Background: an optimization exercise with open tools, aiming at small area. Do not read the settings as production practice.
The RTL was checked by simulation tests, not by an equivalence proof against the original design.
Power is estimated from default activity; no workload was simulated.

== run A ==
// APB
module APB
(
    input               PCLK,
    input               PRESETn,
    input       [31:0]  PADDR,
    input               PSEL,
    input               PENABLE,
    input               PWRITE,
    input       [31:0]  PWDATA,
    output      [31:0]  PRDATA,
    output              PREADY
);
Size in the first run: ~100 I/O pins, roughly 0.0046 sq mm of cells after synthesis.
Settings: LEC_CHECK=0, CAP_MARGIN=20, CORE_MARGIN=2, CORE_UTILIZATION=40, SLEW_MARGIN=20; clock period 10.0 ns.
standard.sh (not shown) runs the stock make flow with config.mk's settings and CLKGATE_MAP_FILE= SYNTH_SCRIPT=/design/flow/synth_recipe.tcl, a recipe that flattens the netlist after the stock synthesis.
==> flow/flow/run.sh <==
#!/bin/bash
# Standard ORFS layout (the standard.sh, standard synthesis) with two changes:
# ports are buffered with sky130_fd_sc_hd__buf_1, and CTS uses small clock
# buffers and inserts no dummy loads.
set -euo pipefail
CTS="-sink_clustering_enable -repair_clock_nets -dont_use_dummy_load -sink_clustering_size 24 -sink_clustering_max_diameter 80 -buf_list {sky130_fd_sc_hd__clkbuf_2 sky130_fd_sc_hd__clkbuf_4}"
bash standard.sh \
  "BUFFER_PORTS_ARGS=-buffer_cell sky130_fd_sc_hd__buf_1" \
  "CTS_ARGS=$CTS" \
  finish > standard_make.log 2>&1
Relative to run A, the following input files were edited for run B:
# run A
export LEC_CHECK = 0
export CAP_MARGIN = 20
export CORE_MARGIN = 2
export CORE_UTILIZATION = 40
export SLEW_MARGIN = 20
create_clock -name core_clock -period 10.0 [get_ports {PCLK}]
# run B
export LEC_CHECK = 0
export ABC_AREA = 1
export CAP_MARGIN = 20
export CORE_MARGIN = 2
export CORE_UTILIZATION = 40
export CTS_BUF_LIST = sky130_fd_sc_hd__clkbuf_2 sky130_fd_sc_hd__clkbuf_4
export SLEW_MARGIN = 20
create_clock -name core_clock -period 10.0 [get_ports {PCLK}]
==> flow/run.sh (new file) <==
#!/bin/bash
# synth_recipe.tcl (not shown) runs the flow's synth.tcl, then flattens the netlist and writes it again
# the make line also repeats each setting of config.mk as NAME=value (left out here)
make -C /OpenROAD-flow-scripts/flow DESIGN_CONFIG=/design/flow/config.mk WORK_HOME=/design/flow/orfs CLKGATE_MAP_FILE= SYNTH_SCRIPT=/design/flow/synth_recipe.tcl finish
removed: flow/flow/run.sh
removed: flow/standard.sh
Results
Both conditions hold for run B: the flow ran to the end and the final layout passed the timing, design-rule and antenna checks. Diff run A -> run B | total instance count after detailed placement | increase of 34%. NOTE: summed instance area of the synthesized netlist in run B exceeds that of run A. On die area: run B sits above run A. Run comparison: run B leading cell type in the layout, fill and taps excluded nand2_1; run A leading cell type in the layout, fill and taps excluded buf_1. Run A reports its endpoint of the most critical setup path as PRDATA[30] while run B reports PRDATA[4].
The inputs of run C differ from those of run B as listed below.
# run B
export LEC_CHECK = 0
export ABC_AREA = 1
export CAP_MARGIN = 20
export CORE_MARGIN = 2
export CORE_UTILIZATION = 40
export CTS_BUF_LIST = sky130_fd_sc_hd__clkbuf_2 sky130_fd_sc_hd__clkbuf_4
export SLEW_MARGIN = 20
create_clock -name core_clock -period 10.0 [get_ports {PCLK}]
# run C
export LEC_CHECK = 0
export CAP_MARGIN = 20
export CORE_MARGIN = 2
export CORE_UTILIZATION = 40
export SLEW_MARGIN = 20
create_clock -name core_clock -period 10.0 [get_ports {PCLK}]
- Run C against run B: power density over the cells went up; largest voltage drop on the vdd net went up; aggregate global-route resource usage went down; total nets after synthesis went down; worst setup margin went down.
- Sequential power: run C vs run B — no meaningful difference
- Sort run B and run C by total via count in the routed design asc -> top: run C
- Run C vs. run B: wire length of the first global-routing pass fell 1200 um, fraction of final layout cells with drive strength greater than 1 rose 1.7 points.
Modified inputs, run D compared to run C
==> flow/flow/run.sh (new file) <==
#!/bin/bash
# Standard ORFS layout (the standard.sh, standard synthesis) with two changes:
# ports are buffered with sky130_fd_sc_hd__buf_1, and CTS uses small clock
# buffers and inserts no dummy loads.
set -euo pipefail
CTS="-sink_clustering_enable -repair_clock_nets -dont_use_dummy_load -buf_list {sky130_fd_sc_hd__clkbuf_4 sky130_fd_sc_hd__clkbuf_8}"
bash standard.sh \
  "BUFFER_PORTS_ARGS=-buffer_cell sky130_fd_sc_hd__buf_1" \
  "CTS_ARGS=$CTS" \
  finish > standard_make.log 2>&1
==> flow/standard.sh (new file) <==
#!/bin/bash
# synth_recipe.tcl (not shown) runs the flow's synth.tcl, then flattens the netlist and writes it again
# the make line also repeats each setting of config.mk as NAME=value (left out here)
make -C /OpenROAD-flow-scripts/flow DESIGN_CONFIG=/design/flow/config.mk WORK_HOME=/design/flow/orfs CLKGATE_MAP_FILE= SYNTH_SCRIPT=/design/flow/synth_recipe.tcl "${@:-finish}"
removed: flow/run.sh
No run among run C and run D stopped early or left any final violation; all are clean.
Run D — setup slack after layout 0.77 ns higher, run C as reference
| number of signal-net buffers in the layout | lower: run D |
Power: run D vs run C down 290 uW
For run C, the heaviest power group was clock, unlike run D, where it was registers.

-- re-timing with driven ports --
Ports are ideal in the flow. The routed layouts listed here were re-timed in OpenROAD.
Step 1 sets driving cells, clkbuf_16 on the clock port and buf_2 on the other inputs (assumed; they add their load-dependent delay and slew).
Step 2 adds t to the input delays and takes it off the output delays; t is the mean of the earliest and latest rising clock arrival at the registers after step 1. Input paths then give back, and output paths get back, about the clock's delay inside the block.
Three values: no drivers, after step 1, after step 2; two values: the first two.
| run | t (ns) | setup slack, ns | worst register clock-pin slew, ns | pins driven straight from the clock port |
|---|---|---|---|---|
| run A | 0.514 | 3.985 / 3.951 / 3.951 | 0.11 / 0.11 | 1 |
| run B | 0.536 | 3.547 / 3.514 / 3.514 | 0.10 / 0.10 | 1 |
| run C | 0.449 | 3.215 / 3.190 / 3.190 | 0.06 / 0.06 | 1 |
| run D | 0.442 | 3.984 / 3.951 / 3.951 | 0.07 / 0.07 | 1 |
After both steps every run listed still meets setup and hold. For run A, which loses most, drivers alone change the setup slack by -0.034 ns; drivers and shift together by -0.034 ns.
